Source: an optimization exercise on an open RTL-to-GDS flow (aim: small area). Production flows keep margins and buffers that such runs may drop.
Only simulation tests tie the RTL to the original design; equivalence was not proved.
No activity file was given, so power comes from the tool's default toggle rates.

## flow/design.v (module list and top-level ports; edited modules follow where they fit)
// module mac_mult: 1083 lines
// module fa_cell: 9 lines
// module ha_cell: 8 lines
// module booth_sel: 10 lines
// module booth_sel_n: 10 lines
// module FIR_filter: 62 lines
module FIR_filter #(parameter order = 10)(
	input logic clk,
	input logic reset,
	input logic x_valid,
	input logic signed [23:0] x,
	input logic [16*order - 1:0] h,
	output logic signed [39:0] y
);
  // ...
==> flow/run.sh <==
#!/bin/bash
# synth_recipe.tcl (not shown) runs the flow's synth.tcl, then flattens the netlist and writes it again
# the make line also repeats each setting of config.mk as NAME=value (left out here)
make -C /OpenROAD-flow-scripts/flow DESIGN_CONFIG=/design/flow/config.mk WORK_HOME=/design/flow/orfs CLKGATE_MAP_FILE= SYNTH_SCRIPT=/design/flow/synth_recipe.tcl finish
==> flow/config.mk <==
export PLATFORM = sky130hd
export DESIGN_NAME = FIR_filter
export DESIGN_NICKNAME = FIR_filter
export VERILOG_FILES = /design/flow/design.v
export SDC_FILE = /design/flow/constraint.sdc
export NUM_CORES = 4
export LEC_CHECK = 0
export CAP_MARGIN = 20
export CORE_MARGIN = 2
export CORE_UTILIZATION = 40
export SLEW_MARGIN = 20
export SYNTH_HIERARCHICAL = 1
==> flow/constraint.sdc <==
create_clock -name core_clock -period 10.0 [get_ports {clk}]
set_input_delay 2.0000 -clock core_clock [delete_from_list [all_inputs] [get_ports {clk}]]
set_output_delay 2.0000 -clock core_clock [all_outputs]
set_load 0.01 [all_outputs]
==> flow_summary.ini, run 1 <==
[worst_setup_path]
cp-endpoint = acc[38]
reg2reg_from = age[0]
startpoint_type = flip-flop
cp-startpoint = age[0]
path_depth = 24

[finish]
final_common_cell = dfxtp_1
multi_input_area_share = 0.513
clk_share = 0.0522

[placed_design]
place_inst = 2459
place_congestion = 0.877

[run]
maxCapViolations = 0

[routing]
routedWlPerCell_um = 21.8

[global_routing]
overflow = 0
busiest_layer = met2
grt_pass1_wl_mm = 85.3

[min_path]
min_to = ring[8][11]
worstHoldStart = ring[7][11]

[floorplan]
taps = 615
dieWidth_um = 225

[pwr]
switchingPower_mw = 4.65
sw_frac_of_total = 0.456
vdd_ir_drop_max_mv = 0.300
seqPwrFrac = 0.195

[clock_tree]
post_cts_buffers = 0
clk_latency_ns = 0.57

[synthesis]
synth_xor_area_frac = 0.103
synthesis.area_mm2 = 0.0195
synth-seq-cells = 333

[outcome]
status = timing/DRC/antenna clean

[sta]
finClkSkew_ns = 0.0319
rsz0062_at_grt = no
==> run 2: changes to the inputs <==
==> flow/flow/run.sh (new file) <==
#!/bin/bash
# The standard layout, with two changes to how it is made:
#  - ports are buffered with the smallest buffer (buf_1) instead of the default choice;
#  - before floorplanning, combinational cells that synthesis upsized are set back to their
#    smallest size (downsize.tcl); the flow's timing repair upsizes again where needed.
# make's full output goes to flow_make.log; each step's log is under orfs/logs/.
set -euo pipefail
here=$(pwd)
bash standard.sh \
  "BUFFER_PORTS_ARGS=-buffer_cell sky130_fd_sc_hd__buf_1" \
  "PRE_FLOORPLAN_TCL=$here/flow/downsize.tcl" \
  finish > "$here/flow_make.log" 2>&1
==> flow/flow/downsize.tcl (new file) <==
# Set every combinational cell that is not a buffer, delay or clock cell to the smallest
# size of its kind (for example a22oi_2 -> a22oi_1). Sequential cells are left alone.
set db [ord::get_db]
set n 0
foreach inst [[ord::get_db_block] getInsts] {
  set master [$inst getMaster]
  set name [$master getName]
  if { ![regexp {^sky130_fd_sc_hd__([a-z0-9]+)_([0-9]+)$} $name -> base drive] } { continue }
  if { [regexp {^(df|edf|sdf|sedf|dl|clk|buf|dly|conb|tap|fill|decap|diode|probe|lpflow)} $base] } { continue }
  set best $master
  foreach d {0 1 2} {
    set cand [$db findMaster "sky130_fd_sc_hd__${base}_$d"]
    if { $cand ne "NULL" && [$cand getWidth] < [[set best] getWidth] } { set best $cand }
  }
  if { $best ne $master } {
    replace_cell [$inst getName] [$best getName]
    incr n
  }
}
puts "downsize.tcl: resized $n instances"
==> flow/standard.sh (new file) <==
#!/bin/bash
# synth_recipe.tcl (not shown) runs the flow's synth.tcl, then flattens the netlist and writes it again
# the make line also repeats each setting of config.mk as NAME=value (left out here)
make -C /OpenROAD-flow-scripts/flow DESIGN_CONFIG=/design/flow/config.mk WORK_HOME=/design/flow/orfs CLKGATE_MAP_FILE= SYNTH_SCRIPT=/design/flow/synth_recipe.tcl "${@:-finish}"
--- a/flow/config.mk
+++ b/flow/config.mk
@@ -10,2 +10,5 @@
 export CORE_UTILIZATION = 40
+export CTS_BUF_LIST = sky130_fd_sc_hd__clkbuf_8
+export CTS_CLUSTER_DIAMETER = 50
+export CTS_CLUSTER_SIZE = 16
 export SLEW_MARGIN = 20
removed: flow/run.sh
==> flow_summary.ini, run 2 <==
[floorplan]
design.core.area_mm2 = 0.0454
num_rows = 78
die_y_um = 218
io_pins = 227
dieWidth_um = 218
die_area_mm2 = 0.0477
start_util = 0.405

[sta]
fin_ws_ns = 1.75
setup_viol = 0
hold_violations = 0
slew_violations = 0
fmax_mhz = 121
rsz0062_at_grt = no
min_period_ns = 8.25
finClkSkew_ns = 0.0206
period_share = 0.825
hold_slack_ns = 0.325
tightestPinTransition_ns = 1.10
totalNegativeSetupSlack_ns = 0
max-slew-margin-rel = 0.269

[global_routing]
overflow = 0
busiest_layer = met2
antenna_found_initial = 0
grt_pass1_wl_mm = 83.0
met3_usage = 0.0450
met2_usage = 0.399
grtUsageMet1 = 0.273
grt_max_degree = 58
grt_usage = 0.230
grt_pass1_vias = 14400

[worst_setup_path]
cpMaxStageDelayCell = nand4b_1
cp_num_buf_inv = 0
worstSetupEndpointType = flip-flop
cpLargestDelayFamily = adder cells
reg2reg_from = age[0]
path_max_fanout = 17
crit_path_cell_trace = ha_1 > nand4b_1 > nand2_1 > nand2_1 > a22oi_1 > xnor2_1 > ha_1 > fa_1 > fa_1 > fa_1 > fa_1 > fa_1 > fa_1 > fa_1 > fa_1 > a211oi_1 > o21ai_1 > o211ai_1 > a21oi_1 > o21ai_0 > a32oi_1 > fa_1 > xor2_1 > nor2b_1
arrival_ns = 8.72
startpoint_type = flip-flop
criticalPathCategory = reg2reg
cp_common_cell = fa_1
max_stage_delay_ns = 0.57
critPathRequiredTime_ns = 10.47
cp-startpoint = age[0]

[finish]
drive_above_1_share = 0.0604
reg.largest.list = ring: 240 flops, acc: 40 flops, hold: 24 flops
nets = 2324
fill_cells = 4307
fin_cells = 2486
final_common_cell = dfxtp_1
design_area_mm2 = 0.0209
largest_reg_flops = 240
final_core_util = 0.460
layout_common_cells = dfxtp_1 (302), a22oi_1 (235), buf_1 (225)
regMostFlops = ring
diodes = 0

[routing]
routedWlPerCell_um = 21.6
vias = 13500
drc_errors = 0
finalWirelength_mm = 53.8
ant_nets = 0
first_pass_iters = 6
via_per_inst = 5.43
drtIter0Drc = 1090

[clock_tree]
cts.clk_slew.worst_paths_ns = 0.09
cts_buffers = 37
post_cts_buffers = 0
cts-root-buf = clkbuf_8
clk_latency_ns = 0.60
cts_resized = 0
cts_sinks = 333
ctsHtreeMaxLevel = 2
cts_buffer_depth = 3
cts_tree = done
cts_hold_buf = 0

[synthesis]
synthCells = 1590
yosysWarnings = 8

[outcome]
status = timing/DRC/antenna clean

[placed_design]
place_inst = 2425
pre_cts_ws_ns = 1.88
dpl_cell_area_mm2 = 0.0201
place_congestion = 0.896
portBuffers = 226
dp.final_hpwl_mm = 39.1

[min_path]
worstHoldStart = ring[2][14]
hold_class = reg2reg

[pwr]
p_total_mw = 9.13
vdd_ir_drop_max_mv = 0.259
powerDensity_mw_per_mm2 = 437
p_leak_nw = 8.48

[run]
maxCapViolations = 0
[run 2: cell count changes in the layout (fill, tap and decap cells not counted), moves of 5 or more]
cell	change
o21ai_1	+7
clkinv_2	-5
a22oi_2	-200
clkbuf_8	+34
xor2_1	+5
a22oi_1	+200
buf_4	-20
clkdlybuf4s50_1	-225
buf_1	+225
o21ai_2	-7
clkbuf_16	-37
[run 2: per-layer routing]
metal,vias to the layer above,share of wire
met3,129,0.075
met4,0,0.048
met1,6573,0.38
li1,6146,-
met5,-,0
met2,661,0.49
[run 2: where the power goes]
group / total, mW / internal (mW) / leakage [nW] / switching [mW]
registers: 2.01 / 1.82 / 2.80 / 0.194
logic: 6.17 / 2.62 / 5.29 / 3.55
clock network: 0.942 / 0.425 / 0.398 / 0.517
[run 2: worst register-to-register path, delay by kind of cell (launching register included)]
| family | cells | cell delay (ns) |
|---|---|---|
| AOI/OAI and AO/OA | 7 | 1.82 |
| xor gates and xnor gates | 2 | 0.30 |
| adders and majority gates | 11 | 4.24 |
| DFF | 1 | 0.42 |
| and+or+nand+nor | 4 | 1.33 |
[run 2: worst paths after layout]
check	slack, ns	end	cells after the start
max reg2reg	1.75	acc[38]	24
max	1.75	acc[38]	24
min reg2reg	0.32	ring[3][14]	0
min	0.32	ring[3][14]	0
[run 2: area by class of cell]
type	count	area, um^2	share of cell area
flip-flops and latches	333	6920	0.331
multi-input cells	1198	11200	0.538
repair buffers	256	1080	0.0516
clock inverters	24	246	0.0118
inverters	38	143	0.00683
clock buffers	37	509	0.0244
well taps	600	751	0.0359
==> run 3: changes to the inputs <==
--- a/flow/config.mk
+++ b/flow/config.mk
@@ -10,5 +10,2 @@
 export CORE_UTILIZATION = 40
-export CTS_BUF_LIST = sky130_fd_sc_hd__clkbuf_8
-export CTS_CLUSTER_DIAMETER = 50
-export CTS_CLUSTER_SIZE = 16
 export SLEW_MARGIN = 20
==> flow_summary.ini, run 3 <==
[finish]
final_common_cell = dfxtp_1
reg.largest.list = ring: 240 flops, acc: 40 flops, hold: 24 flops
nets = 2324
regMostFlops = ring
largest_reg_flops = 240
drive_above_1_share = 0.0618
layout_common_cells = dfxtp_1 (302), a22oi_1 (235), buf_1 (225)
diodes = 0
final_core_util = 0.473

[min_path]
hold_class = reg2reg

[pwr]
p_leak_nw = 8.72
p_total_mw = 9.61
vdd_ir_drop_max_mv = 0.252
powerDensity_mw_per_mm2 = 448

[sta]
totalNegativeSetupSlack_ns = 0
setup_viol = 0
period_share = 0.813
finClkSkew_ns = 0.0159
min_period_ns = 8.13
hold_slack_ns = 0.320
slew_violations = 0
hold_violations = 0
fin_ws_ns = 1.87
fmax_mhz = 123
max-slew-margin-rel = 0.271
rsz0062_at_grt = no
tightestPinTransition_ns = 1.09

[routing]
first_pass_iters = 6
drtIter0Drc = 1023
vias = 13600
routedWlPerCell_um = 21.6
ant_nets = 0
via_per_inst = 5.44
finalWirelength_mm = 54.0
drc_errors = 0

[placed_design]
portBuffers = 226
pre_cts_ws_ns = 1.88
place_congestion = 0.896
dp.final_hpwl_mm = 39.1

[clock_tree]
post_cts_buffers = 0
cts_hold_buf = 0
ctsHtreeMaxLevel = 2
cts_buffers = 37
cts-root-buf = clkbuf_16
cts_tree = done
cts_buffer_depth = 3
clk_latency_ns = 0.56
cts_sinks = 333
cts.clk_slew.worst_paths_ns = 0.07
cts_resized = 0

[worst_setup_path]
arrival_ns = 8.56
critPathRequiredTime_ns = 10.44
max_stage_delay_ns = 0.55
crit_path_cell_trace = ha_1 > nand4b_1 > nand2_1 > nand2_1 > a22oi_1 > xnor2_1 > ha_1 > fa_1 > fa_1 > fa_1 > fa_1 > fa_1 > fa_1 > fa_1 > fa_1 > a211oi_1 > o21ai_1 > o211ai_1 > a21oi_1 > o21ai_0 > a32oi_1 > fa_1 > xor2_1 > nor2b_1
startpoint_type = flip-flop
criticalPathCategory = reg2reg
worstSetupEndpointType = flip-flop
cpMaxStageDelayCell = nand4b_1
cp_common_cell = fa_1
path_max_fanout = 17

[floorplan]
die_y_um = 218
io_pins = 227
die_area_mm2 = 0.0477
design.core.area_mm2 = 0.0454
dieWidth_um = 218
start_util = 0.405
num_rows = 78

[global_routing]
antenna_found_initial = 0
grt_max_degree = 58
grt_pass1_wl_mm = 83.7
grt_pass1_vias = 14600
met3_usage = 0.0412
busiest_layer = met2
grt_usage = 0.232
overflow = 0
met2_usage = 0.400
grtUsageMet1 = 0.274

[outcome]
status = timing/DRC/antenna clean

[synthesis]
yosysWarnings = 8
synthCells = 1590

[run]
maxCapViolations = 0
## run 3: layout make-up
cell class	instances	area, um^2
multi-input combinational	1198	11200
tap	600	751
timing repair buffer	256	1080
fill	4263	23900
inverter	38	143
clock inverter	15	225
clock buffer	53	1090
sequential	333	6920
## run 3: path summary, 6_finish.rpt
kind,slack [ns],cells after the start,startpoint,end
max,1.87,24,age[0],acc[38]
min,0.32,0,ring[8][6],ring[9][6]
max reg2reg,1.87,24,age[0],acc[38]
min reg2reg,0.32,0,ring[8][6],ring[9][6]
## run 3: per-layer routing
layer / wire, um / part of all wire / vias up
met5: 0 / 0 / -
met3: 3880 / 0.072 / 136
met1: 20600 / 0.38 / 6628
met2: 26600 / 0.49 / 630
met4: 2880 / 0.053 / 0
li1: - / - / 6159
## run 3: power breakdown
group / switching, mW / total (mW) / internal (mW)
Sequential: 0.195 / 2.02 / 1.82
Combinational: 3.55 / 6.17 / 2.62
Clock: 0.576 / 1.43 / 0.852
## run 3: worst max-delay path: cells and delay by family, from the launching register on
family	cells	cell delay [ns]
AO/OA/AOI/OAI	7	1.80
AND/OR/NAND/NOR	4	1.30
flip-flops	1	0.40
XOR/XNOR	2	0.29
adder cells (fa/ha/maj)	11	4.20
## run 3: stage by stage
step | instance area, um^2 | cells
2_1_floorplan | 18500 | 1605
3_3_place_gp | 20100 | 2425
3_5_place_dp | 20100 | 2425
4_1_cts | 21400 | 2493
5_1_grt | 21400 | 2493
6_report | 21400 | 2493
==> run 4: changes to the inputs <==
--- a/flow/config.mk
+++ b/flow/config.mk
@@ -10,2 +10,5 @@
 export CORE_UTILIZATION = 40
+export CTS_BUF_LIST = sky130_fd_sc_hd__clkbuf_4
+export CTS_CLUSTER_DIAMETER = 40
+export CTS_CLUSTER_SIZE = 10
 export SLEW_MARGIN = 20
==> flow_summary.ini, run 4 <==
[sta]
setup_viol = 0
totalNegativeSetupSlack_ns = 0
max-slew-margin-rel = 0.265
period_share = 0.815
tightestPinTransition_ns = 1.10
hold_violations = 0
min_period_ns = 8.15
finClkSkew_ns = 0.0576
slew_violations = 0
rsz0062_at_grt = no
fmax_mhz = 123

[clock_tree]
cts_buffer_depth = 3
cts_tree = done
cts_resized = 0
clk_latency_ns = 0.81
cts_hold_buf = 0
cts_sinks = 333
ctsHtreeMaxLevel = 2
cts.clk_slew.worst_paths_ns = 0.10
post_cts_buffers = 0
cts_buffers = 53
cts-root-buf = clkbuf_4

[outcome]
status = timing/DRC/antenna clean

[floorplan]
design.core.area_mm2 = 0.0454
num_rows = 78
die_y_um = 218
start_util = 0.405
die_area_mm2 = 0.0477
io_pins = 227
dieWidth_um = 218

[min_path]
hold_class = reg2reg
worstHoldStart = ring[5][2]

[worst_setup_path]
startpoint_type = flip-flop
arrival_ns = 8.84
cp-startpoint = age[0]
path_max_fanout = 17
reg2reg_from = age[0]
critPathRequiredTime_ns = 10.69
criticalPathCategory = reg2reg
worstSetupEndpointType = flip-flop

[global_routing]
grt_pass1_vias = 14700
grt_pass1_wl_mm = 83.3
grt_usage = 0.231
grt_max_degree = 58
antenna_found_initial = 2
overflow = 0

[routing]
via_per_inst = 5.41
drc_errors = 0
drtIter0Drc = 1059
first_pass_iters = 5
routedWlPerCell_um = 21.4
ant_nets = 0
finalWirelength_mm = 53.8
vias = 13600

[pwr]
vdd_ir_drop_max_mv = 0.260
powerDensity_mw_per_mm2 = 436
p_leak_nw = 8.49

[placed_design]
portBuffers = 226
dp.final_hpwl_mm = 39.1
place_congestion = 0.896

[finish]
drive_above_1_share = 0.0747
layout_common_cells = dfxtp_1 (302), a22oi_1 (235), buf_1 (225)
largest_reg_flops = 240
reg.largest.list = ring: 240 flops, acc: 40 flops, hold: 24 flops
final_common_cell = dfxtp_1
final_core_util = 0.460
regMostFlops = ring
nets = 2340
fill_cells = 4329

[synthesis]
synthCells = 1590
yosysWarnings = 8

[run]
maxCapViolations = 0
## run 4: area by class of cell
type                       count  area [um^2]  share of cell area
tap                          600          751              0.0360
inverter                      38          143             0.00683
multi-input combinational   1198        11200               0.539
antenna                        2         5.00            0.000240
clock buffer                  61          458              0.0219
clock inverter                28          275              0.0132
timing repair buffer         256         1080              0.0516
sequential                   333         6920               0.331
## run 4: through the flow
stage	hold slack [ns]	instances	setup WS (ns)	cell area, um^2	power [mW]
final	0.292	2516	1.85	20900	9.11
after global routing	0.324	2516	1.32	20900	10.1
after CTS	0.319	2514	1.83	20900	9.21
after detailed placement	0.312	2425	1.88	20100	8.25
after global placement	0.310	2425	1.97	20100	8.05
after floorplan	0.310	1605	2.27	18500	6.67
## run 4: layer usage
metal / up-vias / wire length, um / GRT usage / part of all wire
met4: 0 / 2640 / 0.111 / 0.049
met1: 6604 / 20600 / 0.271 / 0.38
met2: 671 / 26700 / 0.402 / 0.50
met3: 142 / 3900 / 0.0468 / 0.073
met5: - / 0 / 0 / 0
li1: 6201 / - / - / -
## run 4: critical path, cell delays in order (launching register included)
cell and delay (ns):
dfxtp_1 0.42, ha_1 0.24, nand4b_1 0.56, nand2_1 0.24
nand2_1 0.39, a22oi_1 0.32, xnor2_1 0.15, ha_1 0.26
fa_1 0.43, fa_1 0.40, fa_1 0.41, fa_1 0.44
fa_1 0.41, fa_1 0.41, fa_1 0.39, fa_1 0.42
a211oi_1 0.24, o21ai_1 0.22, o211ai_1 0.39, a21oi_1 0.20
o21ai_0 0.28, a32oi_1 0.16, fa_1 0.39, xor2_1 0.14
nor2b_1 0.12
## run 4: path summary, 6_finish.rpt
| check | cells after the start | slack [ns] | endpoint |
|---|---|---|---|
| setup / recovery | 24 | 1.85 | acc[38] |
| hold reg to reg | 0 | 0.29 | ring[6][2] |
| hold / removal | 0 | 0.29 | ring[6][2] |
| setup reg to reg | 24 | 1.85 | acc[38] |
## run 4: power breakdown
part,switching (mW),internal [mW]
logic,3.56,2.62
clock network,0.527,0.396
registers,0.193,1.82
==> run 5: changes to the inputs <==
--- a/flow/config.mk
+++ b/flow/config.mk
@@ -10,5 +10,5 @@
 export CORE_UTILIZATION = 40
-export CTS_BUF_LIST = sky130_fd_sc_hd__clkbuf_4
-export CTS_CLUSTER_DIAMETER = 40
-export CTS_CLUSTER_SIZE = 10
+export CTS_BUF_LIST = sky130_fd_sc_hd__clkbuf_16 sky130_fd_sc_hd__clkbuf_8 sky130_fd_sc_hd__clkbuf_4
+export CTS_CLUSTER_DIAMETER = 60
+export CTS_CLUSTER_SIZE = 24
 export SLEW_MARGIN = 20
==> flow_summary.ini, run 5 <==
[finish]
final_common_cell = dfxtp_1
drive_above_1_share = 0.0581
nets = 2316
largest_reg_flops = 240
layout_common_cells = dfxtp_1 (302), a22oi_1 (235), buf_1 (225)
regMostFlops = ring
multiInputGateArea_mm2 = 0.0112
fill_cells = 4267
diodes = 0
reg.largest.list = ring: 240 flops, acc: 40 flops, hold: 24 flops
final-seq-area_mm2 = 0.00692
fin_cells = 2477

[worst_setup_path]
path_depth = 24
cp_num_buf_inv = 0
worstSetupEndpointType = flip-flop
cp_common_cell = fa_1
reg2reg_depth = 24
cpMaxStageDelayCell = nand4b_1
startpoint_type = flip-flop
timing.rr.end = acc[38]
crit_path_cell_trace = ha_1 > nand4b_1 > nand2_1 > nand2_1 > a22oi_1 > xnor2_1 > ha_1 > fa_1 > fa_1 > fa_1 > fa_1 > fa_1 > fa_1 > fa_1 > fa_1 > a211oi_1 > o21ai_1 > o211ai_1 > a21oi_1 > o21ai_0 > a32oi_1 > fa_1 > xor2_1 > nor2b_1
cpLargestDelayFamily = adder cells
max_stage_delay_ns = 0.57
criticalPathCategory = reg2reg
arrival_ns = 8.63
cp-endpoint = acc[38]
cp-startpoint = age[0]
worst-r2r-setup-slack_ns = 1.84
path_max_fanout = 17
reg2reg_from = age[0]
critPathRequiredTime_ns = 10.47

[floorplan]
dieWidth_um = 218
die_y_um = 218
num_rows = 78
die_area_mm2 = 0.0477
start_util = 0.405
design.core.area_mm2 = 0.0454
io_pins = 227

[routing]
routedWlPerCell_um = 21.6
finalWirelength_mm = 53.6
vias = 13400
first_pass_iters = 6
via_per_inst = 5.40
drtIter0Drc = 1005
ant_nets = 0
drc_errors = 0

[sta]
max-slew-margin-rel = 0.275
rsz0062_at_grt = no
slew_violations = 0
tightestPinTransition_ns = 1.09
hold_violations = 0
setup_viol = 0
fin_ws_ns = 1.84
min_period_ns = 8.16
period_share = 0.816
fmax_mhz = 123
finClkSkew_ns = 0.0283
totalNegativeSetupSlack_ns = 0

[min_path]
hold_class = reg2reg

[clock_tree]
cts_tree = done
cts_sinks = 333
cts_buffers = 29
cts-root-buf = clkbuf_16
clk_latency_ns = 0.59
cts_resized = 0
cts_hold_buf = 0
ctsHtreeMaxLevel = 1
post_cts_buffers = 0
cts_buffer_depth = 3
cts.clk_slew.worst_paths_ns = 0.08

[global_routing]
grt_max_degree = 58
grt_pass1_vias = 14400
overflow = 0
grt_pass1_wl_mm = 82.9
grt_usage = 0.228
antenna_found_initial = 0

[placed_design]
pre_cts_ws_ns = 1.88
place_inst = 2425
portBuffers = 226
place_congestion = 0.896
dp.final_hpwl_mm = 39.1

[run]
maxCapViolations = 0

[pwr]
powerDensity_mw_per_mm2 = 444
p_leak_nw = 8.61
vdd_ir_drop_max_mv = 0.253

[synthesis]
yosysWarnings = 8
synthCells = 1590

[outcome]
status = timing/DRC/antenna clean
run 5: cell types whose count changed in the layout (fill, tap and decap cells not counted), sizes merged:
cell / previous run / this run
bufinv: 3 / 0
diode: 2 / 0
clkinvlp: 3 / 1
clkinv: 8 / 6
inv: 52 / 50
clkbuf: 62 / 34
run 5: worst min path at each step:
stage	start	end	slack, ns	depth (start not counted)
after floorplan	ring[0][0]	ring[1][0]	0.31	0
after global placement	ring[4][5]	ring[5][5]	0.31	0
after detailed placement	ring[0][12]	ring[1][12]	0.31	0
after CTS	ring[1][14]	ring[2][14]	0.31	0
after global routing	ring[1][14]	ring[2][14]	0.31	0
final	ring[8][20]	ring[9][20]	0.31	0
run 5: final cells by class:
type,instances,area share
Clock buffer,33,0.0359
Clock inverter,19,0.0163
Inverter,38,0.00671
Multi-Input combinational cell,1198,0.530
Sequential cell,333,0.326
Tap cell,600,0.0353
Timing Repair Buffer,256,0.0507
run 5: per-stage QoR:
step                      cell area (um^2)  utilization  total power [mW]  hold WS [ns]
after floorplan                      18500            -              6.67         0.310
after global placement               20100        0.444              8.05         0.310
after detailed placement             20100        0.444              8.25         0.312
after CTS                            21200        0.468              9.54         0.310
after global routing                 21200        0.468              10.4         0.309
final                                21200        0.468              9.44         0.308
run 5: power by group:
part | total (mW) | switching [mW] | leakage [nW] | internal [mW]
logic | 6.17 | 3.55 | 5.29 | 2.62
registers | 2.02 | 0.195 | 2.80 | 1.82
clock network | 1.25 | 0.630 | 0.532 | 0.619
run 5: per-layer routing:
metal  wire (um)  track usage
met5           0            0
met4        2520        0.105
met3        3630       0.0379
met2       26600        0.399
met1       20800        0.273

==> static timing again, ports no longer ideal <==
The flow's constraints put no driver on any port. The routed layouts listed below were extracted and timed again, unchanged, in two steps.
Step 1 assumes that a clkbuf_16 drives the clock port and a buf_2 every other input.
Step 2 also shifts input and output timing later by t, the mid clock arrival at the registers, as if the neighbouring blocks saw the same clock.
Three values: ideal ports, drivers, drivers and shift; two values: the first two.
run | t, ns | slack for setup (ns) | clock arrival spread, ns | pins driven straight from the clock port
run 1 | 0.618 | 1.675 / 1.675 / 1.675 | 0.032 / 0.032 | 1
run 2 | 0.643 | 1.749 / 1.749 / 1.749 | 0.021 / 0.021 | 1
run 3 | 0.606 | 1.872 / 1.872 / 1.872 | 0.016 / 0.016 | 1
run 4 | 0.841 | 1.851 / 1.851 / 1.851 | 0.058 / 0.058 | 1
run 5 | 0.637 | 1.843 / 1.843 / 1.843 | 0.031 / 0.031 | 1
After both steps setup and hold are still met in every run listed.
